Context: an optimization exercise on an open-source flow, tuned for small area, a short achievable clock period and few clock cycles. The choices shown serve that exercise and are no tape-out recipe.
Function was checked by simulation only, so behaviour that the tests miss may differ from the original.
Power figures rest on the tool's default switching activity, not on a simulated workload.

--- run.sh ---
#!/bin/bash
# synth_recipe.tcl (not shown) runs the flow's synth.tcl, then flattens the netlist and writes it again
# the make line also repeats each setting of config.mk as NAME=value (left out here)
make -C /OpenROAD-flow-scripts/flow DESIGN_CONFIG=/design/flow/config.mk WORK_HOME=/design/flow/orfs CLKGATE_MAP_FILE= SYNTH_SCRIPT=/design/flow/synth_recipe.tcl finish
--- config.mk ---
export PLATFORM = sky130hd
export DESIGN_NAME = MIPScore
export DESIGN_NICKNAME = MIPScore
export VERILOG_FILES = /design/flow/design.v
export SDC_FILE = /design/flow/constraint.sdc
export NUM_CORES = 4
export LEC_CHECK = 0
export CAP_MARGIN = 20
export CORE_MARGIN = 2
export CORE_UTILIZATION = 50
export CTS_BUF_LIST = sky130_fd_sc_hd__clkbuf_4 sky130_fd_sc_hd__clkbuf_8
export SLEW_MARGIN = 20
--- constraint.sdc ---
create_clock -name core_clock -period 100.0 [get_ports {clk}]
set_input_delay 20.0000 -clock core_clock [delete_from_list [all_inputs] [get_ports {clk}]]
set_output_delay 20.0000 -clock core_clock [all_outputs]
set_load 0.01 [all_outputs]
--- design.v ---
module MIPScore(
	input clk,
	input reset,
	output [31:0] pc,
	input  [31:0] instr,
	output        memwrite,
	output [31:0] aluout, writedata,
	input  [31:0] readdata
);
	parameter MD_K = 4;     
	reg  [31:0] pc_q, ir, link_q, res_q, wd_q;
	reg         ir_v, ir_pred, mw_q;
	reg         wb_en, wb_ld;
	reg  [4:0]  wb_rd;
	reg  [31:0] rf [1:31];
	reg  [31:0] hi, lo, md_b;
	reg         md_busy, md_div;
	reg  [4:0]  md_cnt;
	assign pc        = pc_q;
	assign aluout    = res_q;
	assign writedata = wd_q;
	assign memwrite  = mw_q;
	wire [5:0]  op    = ir[31:26];
	wire [5:0]  fn    = ir[5:0];
	wire [4:0]  ra    = ir[25:21];
	wire [4:0]  rb    = ir[20:16];
	wire [4:0]  rdf   = ir[15:11];
	wire [15:0] imm   = ir[15:0];
	wire is_r    = (op == 6'h00);
	wire is_jr   = is_r & (fn[5:3] == 3'b001);
	wire is_md   = is_r & (fn[5:3] == 3'b011);           
	wire is_mf   = is_r & (fn[5:3] == 3'b010);           
	wire is_alur = is_r & fn[5];
	wire is_lw   = (op == 6'h23);
	wire is_sw   = (op == 6'h2b);
	wire is_beq  = (op == 6'h04);
	wire is_bltz = (op == 6'h01);
	wire is_jal  = (op == 6'h03);
	wire is_addi = (op == 6'h09);
	wire is_ori  = (op == 6'h0d);
	wire is_lui  = (op == 6'h0f);
	wire        uses_rb = is_r | is_sw | is_beq;
	wire        we      = is_alur | is_mf | is_lw | is_addi | is_ori | is_lui | is_jal;
	wire [4:0]  dst     = is_jal ? 5'd31 : is_r ? rdf : rb;
	wire [32*31-1:0] rf_flat;
	genvar g;
	generate for (g = 1; g < 32; g = g + 1) begin : rfl
		assign rf_flat[32*(g-1) +: 32] = rf[g];
	end endgenerate
	wire [31:0] sela = 32'd1 << ra;
	wire [31:0] selb = 32'd1 << rb;
	wire [31:0] rfa, rfb;
	AndOr31 porta(.d(rf_flat), .s(sela[31:1]), .y(rfa));
	AndOr31 portb(.d(rf_flat), .s(selb[31:1]), .y(rfb));
	wire fwa  = wb_en & (wb_rd == ra);
	wire fwb  = wb_en & (wb_rd == rb);
	wire fw31 = wb_en & (wb_rd == 5'd31);
	wire [31:0] a   = fwa  ? res_q : rfa;
	wire [31:0] b   = fwb  ? res_q : rfb;
	wire [31:0] r31 = fw31 ? res_q : rf[31];
	wire ld_haz = wb_en & wb_ld & (fwa | (fwb & uses_rb) | (fw31 & is_jr));
	wire md_haz = md_busy & is_mf;
	wire stall  = ld_haz | md_haz;
	wire exec   = ir_v & ~stall;
	wire hold   = ir_v & stall;
	wire [31:0] res;
	Alu alu(.a(a), .b(b), .imm(imm), .fn(fn), .is_r(is_r), .is_lui(is_lui), .is_ori(is_ori),
	        .is_mf(is_mf), .is_jal(is_jal), .hi(hi), .lo(lo), .link(link_q), .res(res));
	wire [29:0] inc_w, br_w;
	Inc #(30) pinc(.a(pc_q[31:2]), .s(inc_w));
	Rca #(30) badd(.a(link_q[31:2]), .b({{14{imm[15]}}, imm}), .ci(1'b0), .s(br_w), .co());
	wire        taken_br  = (is_beq & (a == b)) | (is_bltz & a[31]);
	wire        redirect  = exec & (taken_br | (is_jr & ~ir_pred));
	wire        f_j       = (instr[31:27] == 5'b00001);                              
	wire        f_jr      = (instr[31:26] == 6'd0) & (instr[5:3] == 3'b001);
	wire        r31_busy  = (ir_v & we & (dst == 5'd31)) | (wb_en & wb_ld & (wb_rd == 5'd31));
	wire        f_ok      = ~reset & ~redirect & ~hold;
	wire        f_take_j  = f_ok & f_j;
	wire        f_take_jr = f_ok & f_jr & ~r31_busy;
	reg  [31:0] pc_s;
	always @* begin
		if (reset)         pc_s = 32'h00400000;
		else if (redirect) pc_s = is_jr ? r31 : {br_w, link_q[1:0]};
		else if (hold)     pc_s = pc_q;
		else               pc_s = {inc_w, pc_q[1:0]};
	end
	wire [31:0] pc_n = f_take_j  ? {inc_w[29:26], instr[25:0], 2'b00} :
	                   f_take_jr ? r31 : pc_s;
	always @(posedge clk) begin
		pc_q <= pc_n;
		if (reset | redirect)
			ir_v <= 1'b0;
		else
			ir_v <= 1'b1;
		if (!hold) begin
			ir      <= instr;
			ir_pred <= f_take_jr;
			link_q  <= {inc_w, pc_q[1:0]};
		end
	end
	always @(posedge clk) begin
		res_q <= res;
		wd_q  <= b;
		wb_rd <= dst;
		wb_ld <= is_lw;
		if (reset) begin
			mw_q  <= 1'b0;
			wb_en <= 1'b0;
		end else begin
			mw_q  <= exec & is_sw;
			wb_en <= exec & we & (dst != 5'd0);
		end
		if (wb_en)
			rf[wb_rd] <= wb_ld ? readdata : res_q;
	end
	wire [31:0] nhi, nlo;
	MdSteps #(MD_K) mstep(.mul(~md_div), .hi(hi), .lo(lo), .b(md_b), .nhi(nhi), .nlo(nlo));
	always @(posedge clk) begin
		if (reset) begin
			md_busy <= 1'b0;
		end else if (exec & is_md) begin
			md_busy <= 1'b1;
			md_div  <= fn[1];
			md_cnt  <= 32 / MD_K - 1;
			hi      <= 32'd0;
			lo      <= a;
			md_b    <= b;
		end else if (md_busy) begin
			md_cnt <= md_cnt - 5'd1;
			if (md_cnt == 5'd0) md_busy <= 1'b0;
			hi <= nhi;
			lo <= nlo;
		end
	end
endmodule
module AndOr31(
	input  [32*31-1:0] d,
	input  [30:0]      s,
	output reg [31:0]  y
);
	integer k;
	always @* begin
		y = 32'd0;
		for (k = 0; k < 31; k = k + 1)
			y = y | (d[32*k +: 32] & {32{s[k]}});
	end
endmodule
module Alu(
	input  [31:0] a, b,
	input  [15:0] imm,
	input  [5:0]  fn,
	input         is_r, is_lui, is_ori, is_mf, is_jal,
	input  [31:0] hi, lo, link,
	output reg [31:0] res
);
	wire [31:0] bop = is_r   ? b :
	                  is_lui ? {imm, 16'd0} :
	                  is_ori ? {16'd0, imm} :
	                           {{16{imm[15]}}, imm};
	wire        sub = is_r & fn[1];                       
	wire [31:0] sum;
	wire        co;
	Rca #(32) add(.a(a), .b(bop ^ {32{sub}}), .ci(sub), .s(sum), .co(co));
	wire        ltu = ~co;
	always @* begin
		if (is_jal)                      res = link;
		else if (is_mf)                  res = fn[1] ? lo : hi;
		else if (is_lui | is_ori)        res = a | bop;
		else if (is_r & fn[2] & ~fn[3])  res = fn[0] ? (a | b) : (a & b);
		else if (is_r & fn[3])           res = {31'd0, ltu};
		else                             res = sum;
	end
endmodule
module MdSteps #(parameter K = 4) (
	input         mul,
	input  [31:0] hi, lo, b,
	output reg [31:0] nhi, nlo
);
	reg [32:0] x, y;
	reg [33:0] t;
	integer i;
	always @* begin
		nhi = hi; nlo = lo;
		for (i = 0; i < K; i = i + 1) begin
			x = mul ? {1'b0, nhi} : {nhi, nlo[31]};
			y = mul ? {1'b0, b & {32{nlo[0]}}} : ~{1'b0, b};
			t = {1'b0, x} + {1'b0, y} + {33'd0, ~mul};
			if (mul) begin
				nhi = t[32:1];
				nlo = {t[0], nlo[31:1]};
			end else begin
				nhi = t[33] ? t[31:0] : x[31:0];
				nlo = {nlo[30:0], t[33]};
			end
		end
	end
endmodule
module Rca #(parameter W = 32) (
	input  [W-1:0] a, b,
	input          ci,
	output [W-1:0] s,
	output         co
);
	wire [W:0] c;
	assign c[0] = ci;
	genvar i;
	generate for (i = 0; i < W; i = i + 1) begin : g
		assign s[i]   = a[i] ^ b[i] ^ c[i];
		assign c[i+1] = (a[i] & b[i]) | (c[i] & (a[i] ^ b[i]));
	end endgenerate
	assign co = c[W];
endmodule
module Inc #(parameter W = 30) (
	input  [W-1:0] a,
	output [W-1:0] s
);
	wire [W:0] c;
	assign c[0] = 1'b1;
	genvar i;
	generate for (i = 0; i < W; i = i + 1) begin : g
		assign s[i]   = a[i] ^ c[i];
		assign c[i+1] = a[i] & c[i];
	end endgenerate
endmodule
==> impl_metrics.env, run 1 <==
export IMPL_syn_num_nets=6159
export IMPL_cts_repair_resized=0
export IMPL_netlist_area_leader_share_pct=52.2
export IMPL_yosys_warnings=4
export IMPL_powerDensity_nw_per_um2=17.3
export IMPL_tritoncts="built"
export IMPL_synthMuxAreaShare_pct=4.41
export IMPL_worst_ep_arrival_time_ns=2.46
export IMPL_synthTopCellsByArea="edfxtp_1, a22oi_1, ha_1"
export IMPL_hold_path_class="flip-flop to flip-flop"
export IMPL_met3_usage_pct=21.9
export IMPL_start_util_pct=50.4
export IMPL_synth_cell_types=86
export IMPL_finalWirelength_mm=342
export IMPL_place_gp_congestion=1.05
export IMPL_fillers=11300
export IMPL_synthArstFlopShare_pct=0
export IMPL_crit_chain="clkdlybuf4s50_1"
export IMPL_antenna_found_initial=26
export IMPL_core_area_um2=136000
export IMPL_drc=0
export IMPL_finalSetupViolCount=0
export IMPL_outcome="complete, no violations"
export IMPL_ios=163
export IMPL_die_w_um=374
export IMPL_synth_seq_cells=1265
export IMPL_min_period_ns=22.46
export IMPL_worst_slew_pin_slew_ns=1.41
export IMPL_nNetsFinal=6368
export IMPL_track_usage_pct=47.6
export IMPL_fp_dieH_um=374
export IMPL_ys_seq_area_share_pct=54.5
export IMPL_worst_ep_required_time_ns=80.00
export IMPL_via_per_inst=7.74
export IMPL_synth_compound_area_share_pct=21.2
export IMPL_synth_common_cells="edfxtp_1, nor2_1, a22oi_1"
export IMPL_grt_pass1_vias=57600
export IMPL_syn_instance_count=5805
export IMPL_route_detailed_wl_per_inst_um=42.7
export IMPL_fin_tns_setup_ns=0
export IMPL_cts_max_path_buffers=3
export IMPL_port_buffers=162
export IMPL_fmax_mhz=44.5
export IMPL_synthesis_area_um2=68300
export IMPL_synth_edff_count=1189
export IMPL_clk_pin_slew_worst_paths_ns=0.06
export IMPL_synth_xor_area_share_pct=1.90
export IMPL_slowest_delay_ns=0.79
export IMPL_dp_hpwl_mm=214
export IMPL_syn_avg_cell_area_um2=11.8
export IMPL_num_rows=135
export IMPL_slew_violations=0
export IMPL_cts_setup_buffers=0
export IMPL_finalPower_mw=1.34
export IMPL_synth_largest_area_cell="edfxtp_1"
export IMPL_root_buffer="clkbuf_8"
export IMPL_grt_start_max_net_pins=83
export IMPL_initialDrtViolationCount=13500
export IMPL_first_pass_iters=13
export IMPL_worstPathMaxFanout=6
export IMPL_crit_buf_inv=1
export IMPL_cts_buffers=204
export IMPL_synth_ff_type="edfxtp_1"
export IMPL_finalCritPeriodShare_pct=22.5
export IMPL_postRouteAntennaNets=0
export IMPL_clock_sinks=1265
export IMPL_hold_violations=0
export IMPL_cp_top_family="flip-flops"
export IMPL_grt_use_met2_pct=67.3
export IMPL_clock_skew_ns=0.0690
export IMPL_gr_max_usage_layer="met2"
export IMPL_finalInstanceArea_um2=77900
export IMPL_startpoint_type="flip-flop"
export IMPL_grt_pass1_wl_mm=462
export IMPL_synth_simple_gate_area_share_pct=8.68
export IMPL_critical_path_class="flip-flop to output port"
export IMPL_die_area_um2=140000
export IMPL_crit_path_top_delay_cell="dfxtp_1"
export IMPL_peakVddDrop_uv=14.6
export IMPL_grtUsageMet1_pct=57.1
export IMPL_drive_above_1_share_pct=13.6
export IMPL_rsz0062_at_grt="false"
export IMPL_relSlewSlack_pct=6.27
export IMPL_grt_overflow=0
export IMPL_cts_hold_buf=0
export IMPL_htreeDepth=4
export IMPL_place_area_um2=73400
export IMPL_clk_latency_ns=1.01
export IMPL_synth_most_common_cell="edfxtp_1"
export IMPL_area_growth_pct=14.0
export IMPL_leakage_nw=28.0
export IMPL_crit_path_end_kind="output port"
export IMPL_synth_adder_area_share_pct=6.01
export IMPL_route_vias_total=61900
export IMPL_synth_top_family_by_area="compound AO/OA/AOI/OAI gates"
export IMPL_cap_violations=0
## layer usage
layer	routed length (um)	part of all wire, %
met1	113000	33
met2	139000	41
met3	56800	17
met4	33200	9.7
met5	347	0.10
## state kept, by name, indices dropped and copies added, names as in the netlist, 32 cells and up
| register | flops |
|---|---|
| hi | 32 |
| pc_q | 32 |
| ir | 32 |
| link_q | 32 |
| lo | 32 |
| md_b | 32 |
| rf | 992 |
| wd_q | 32 |
| res_q | 32 |
## kinds of logic (layout without fill, tap and decap cells)
family,after synthesis,after routing
xor gates and xnor gates,148,148
muxes,289,289
buffers and inverters,587,976
and+or+nand+nor,1252,1252
other,0,26
adders and majority gates,288,288
DFF,1265,1265
AOI/OAI and AO/OA,1976,1976
## metrics by stage
step	instances	util, %	worst slack, ns	hold slack [ns]
5_1_grt	7980	57.4	77.53	0.488
3_3_place_gp	7588	54.1	77.38	0.441
3_5_place_dp	7589	54.1	77.34	0.447
2_1_floorplan	5805	-	77.36	0.438
6_report	8001	57.4	77.54	0.471
4_1_cts	7975	57.4	77.58	0.466
## cell type report
class / count / area [um^2] / area share (%)
diodes: 26 / 65.1 / 0.0835
clock buffers: 289 / 3570 / 4.58
clock inverters: 97 / 860 / 1.10
inverters: 194 / 729 / 0.937
multi-input cells: 3953 / 29700 / 38.1
flip-flops and latches: 1265 / 37200 / 47.8
well taps: 1781 / 2230 / 2.86
repair buffers: 396 / 3530 / 4.53
## power by group
group          internal [mW]  switching [mW]  total [mW]
clock network          0.266           0.229       0.495
logic                 0.0551           0.141       0.196
registers              0.638          0.0150       0.653
total                  0.959           0.385        1.34
## cells in the final DEF, fill, tap and decap left out, drive strengths merged, types with 25 or more instances in the layout
master,count
nor3,123
fa,67
clkinv,71
a22oi,402
a21o,172
a211oi,43
a222oi,67
o21ai,204
mux2i,190
nand3,133
inv,204
nand4,154
dfxtp,76
buf,234
diode,26
a221oi,262
nand2b,25
ha,221
clkbuf,289
mux2,99
nor2,439
clkdlybuf4s50,162
a21oi,325
a22o,255
xor2,51
o21a,37
xnor2,97
nand2,240
edfxtp,1189
o211ai,36
## path summary, 6_finish.rpt
kind | slack, ns | from | endpoint | cells after the start
setup / recovery | 77.54 | res_q[5] | aluout[5] | 1
hold / removal | 0.47 | pc_q[0] | link_q[0] | 0
hold reg to reg | 0.47 | pc_q[0] | link_q[0] | 0
setup reg to reg | 80.10 | ir[17] | res_q[31] | 47
Testbench counts, summed over its fixed seeds: cycles 43,835.
==> run 2: changes to the inputs <==
--- a/config.mk
+++ b/config.mk
@@ -9,4 +9,3 @@
 export CORE_MARGIN = 2
-export CORE_UTILIZATION = 50
-export CTS_BUF_LIST = sky130_fd_sc_hd__clkbuf_4 sky130_fd_sc_hd__clkbuf_8
+export CORE_UTILIZATION = 40
 export SLEW_MARGIN = 20
==> run 2 against run 1 <==
  * Sequential share of layout area decreased by 0.40 points
  * Utilization decreased by 11 points
  * Clock power increased by 6.5%
  * Clock skew decreased by 0.039 ns
  * Routed wire length decreased by 1.8%
  * Final cell count increased by 3.9%
  * Flip-flop and latch count unchanged
  * Area after synthesis unchanged
  * Highest routed layer unchanged
==> impl_metrics.env, run 2 <==
export IMPL_outcome="complete, no violations"
export IMPL_fmax_mhz=44.6
export IMPL_first_pass_iters=10
export IMPL_leakage_nw=27.9
export IMPL_dp_cells=8036
export IMPL_cts_max_path_buffers=3
export IMPL_synthTopCellsByArea="edfxtp_1, a22oi_1, ha_1"
export IMPL_min_period_ns=22.42
export IMPL_area_growth_pct=14.9
export IMPL_ios=163
export IMPL_route_met3_wl_mm=51.7
export IMPL_cts_buffers=140
export IMPL_cap_violations=0
export IMPL_mostFrequentLayoutCells="edfxtp_1, a22oi_1, nor2_1, a21oi_1, a221oi_1"
export IMPL_fin_tns_setup_ns=0
export IMPL_crit_buf_inv=1
export IMPL_relSlewSlack_pct=19.0
export IMPL_syn_instance_count=5805
export IMPL_route_vias_total=60700
export IMPL_synthArstFlopShare_pct=0
export IMPL_top_register="rf"
export IMPL_largest_register_ffs=992
export IMPL_syn_num_nets=6159
export IMPL_worst_slew_pin_slew_ns=1.21
export IMPL_fin_cells=8317
export IMPL_slew_violations=0
export IMPL_crit_chain="clkdlybuf4s50_1"
export IMPL_ys_seq_area_share_pct=54.5
export IMPL_antenna_found_initial=32
export IMPL_cts_hold_buf=0
export IMPL_finalCritPeriodShare_pct=22.4
export IMPL_worstPathMaxFanout=5
export IMPL_worst_ep_required_time_ns=80.00
export IMPL_rsz0062_at_grt="false"
export IMPL_grt_pass1_wl_mm=455
export IMPL_htreeDepth=4
export IMPL_root_buffer="clkbuf_16"
export IMPL_top_layer="met5"
export IMPL_clock_sinks=1265
export IMPL_synth_common_cells="edfxtp_1, nor2_1, a22oi_1"
export IMPL_critical_path_class="flip-flop to output port"
export IMPL_finalWirelength_mm=336
export IMPL_route_detailed_wl_per_inst_um=40.4
export IMPL_drive_above_1_share_pct=11.7
export IMPL_hold_violations=0
export IMPL_cts_setup_buffers=0
export IMPL_peakVddDrop_uv=21.1
export IMPL_synth_most_common_cell="edfxtp_1"
export IMPL_drt_met1_wl_mm=110
export IMPL_drc=0
export IMPL_hold_path_class="flip-flop to flip-flop"
export IMPL_place_gp_congestion=1.00
export IMPL_finalSetupViolCount=0
export IMPL_die_w_um=417
export IMPL_cts_repair_resized=0
export IMPL_cp_top_family="flip-flops"
export IMPL_wl_met2_mm=140
export IMPL_via_per_inst=7.30
export IMPL_crit_path_end_kind="output port"
export IMPL_synth_seq_cells=1265
export IMPL_core_area_um2=169000
export IMPL_yosys_warnings=4
export IMPL_powerDensity_nw_per_um2=17.5
export IMPL_synthesis_area_um2=68300
export IMPL_multiInputGateArea_um2=29700
export IMPL_slowest_delay_ns=0.91
export IMPL_synth_largest_area_cell="edfxtp_1"
export IMPL_start_util_pct=40.3
export IMPL_initialDrtViolationCount=12700
export IMPL_fp_dieH_um=417
export IMPL_netlist_area_leader_share_pct=52.2
export IMPL_grt_start_max_net_pins=173
export IMPL_worst_ep_arrival_time_ns=2.42
export IMPL_syn_avg_cell_area_um2=11.8
export IMPL_synth_edff_count=1189
export IMPL_postRouteAntennaNets=0
export IMPL_grt_pass1_vias=56900
export IMPL_clock_skew_ns=0.0300
export IMPL_startpoint_type="flip-flop"
export IMPL_dp_hpwl_mm=210
export IMPL_clk_latency_ns=0.83
export IMPL_synth_ff_type="edfxtp_1"
export IMPL_track_usage_pct=37.4
export IMPL_final_common_cell="edfxtp_1"
export IMPL_clk_pin_slew_worst_paths_ns=0.06
export IMPL_synth_cell_types=86
export IMPL_port_buffers=162
export IMPL_nNetsFinal=6315
export IMPL_num_rows=151
export IMPL_grt_overflow=0
export IMPL_crit_path_top_delay_cell="dfxtp_1"
export IMPL_ff_latch_area_um2=37200
export IMPL_fillers=15200
export IMPL_die_area_um2=174000
export IMPL_tritoncts="built"
==> run 2: cell counts after synthesis <==
No cell type changed its count.
==> run 2: metrics by stage <==
stage / util [%] / cell area [um^2] / hold slack (ns) / setup slack [ns] / total power, mW
4_1_cts: 46.3 / 78500 / 0.461 / 77.78 / 1.36
3_5_place_dp: 43.6 / 73900 / 0.448 / 77.36 / 0.850
5_1_grt: 46.3 / 78500 / 0.477 / 77.60 / 1.40
6_report: 46.3 / 78500 / 0.473 / 77.58 / 1.38
3_3_place_gp: 43.6 / 73900 / 0.440 / 77.40 / 0.846
2_1_floorplan: - / 68300 / 0.438 / 77.36 / 0.746
==> run 2: layout make-up <==
type	count	share of cell area [%]
Multi-Input combinational cell	3953	37.8
Timing Repair Buffer	407	4.47
Clock buffer	178	4.85
Antenna cell	22	0.0701
Inverter	194	0.929
Sequential cell	1265	47.4
Clock inverter	80	0.983
Tap cell	2218	3.53
==> run 2: layer usage <==
metal | global-route usage (%) | vias up
met3 | 15.2 | 1883
li1 | - | 23500
met5 | 0.306 | -
met2 | 54.7 | 6142
met4 | 29.1 | 30
met1 | 43.6 | 29200
==> run 2: worst paths after layout <==
kind	start	to	slack, ns	cells past startpoint
worst max-delay path	res_q[18]	aluout[18]	77.58	1
worst min-delay path	pc_q[0]	link_q[0]	0.47	0
worst max register to register	ir[16]	res_q[30]	80.01	48
worst min register to register	pc_q[0]	link_q[0]	0.47	0
==> run 2: worst reg2reg max path: cells and delay by family, from the launching register on <==
| family | cells | cell delay [ns] |
|---|---|---|
| AO/OA/AOI/OAI | 8 | 2.13 |
| adder cells (fa/ha/maj) | 30 | 14.11 |
| buffers and inverters | 4 | 0.98 |
| flip-flops | 1 | 0.62 |
| AND/OR/NAND/NOR | 6 | 1.92 |
==> run 2: cell families after synthesis <==
group | after synthesis | share of synthesized area (%)
xor gates and xnor gates | 148 | 1.90
muxes | 289 | 4.41
AOI/OAI and AO/OA | 1976 | 21.2
DFF | 1265 | 54.5
adders and majority gates | 288 | 6.01
buffers and inverters | 587 | 3.30
and+or+nand+nor | 1252 | 8.68
==> run 2: power by group <==
group	switching, mW	internal, mW
Combinational	0.138	0.0552
Clock	0.229	0.298
Sequential	0.0182	0.638
Total	0.384	0.991

## static timing again, ports no longer ideal
The flow's constraints put no driver on any port. The routed layouts listed below were extracted and timed again, unchanged, in two steps. Step 1 (the two cells are an assumption about what drives the block):
set clk [get_ports {clk}]
set_driving_cell -lib_cell sky130_fd_sc_hd__clkbuf_16 $clk
set_driving_cell -lib_cell sky130_fd_sc_hd__buf_2 [delete_from_list [all_inputs] $clk]
Step 2 moves the port delays by t, midway between the first and last clock arrival at a register: inputs arrive t later, outputs are due t later. That takes back most of the time a late clock gives input paths. Three values: ideal, step 1, step 2; two values: the first two.
run | t (ns) | setup WS [ns] | worst setup path at the end | worst register clock-pin slew, ns
run 1 | 1.059 | 77.542 / 77.454 / 77.251 | input to register | 0.08 / 0.08
run 2 | 0.900 | 77.580 / 77.497 / 77.304 | input to register | 0.07 / 0.07
After both steps every run listed still meets setup and hold. For run 1, which loses most, drivers alone change the setup slack by -0.088 ns; drivers and shift together by -0.291 ns.
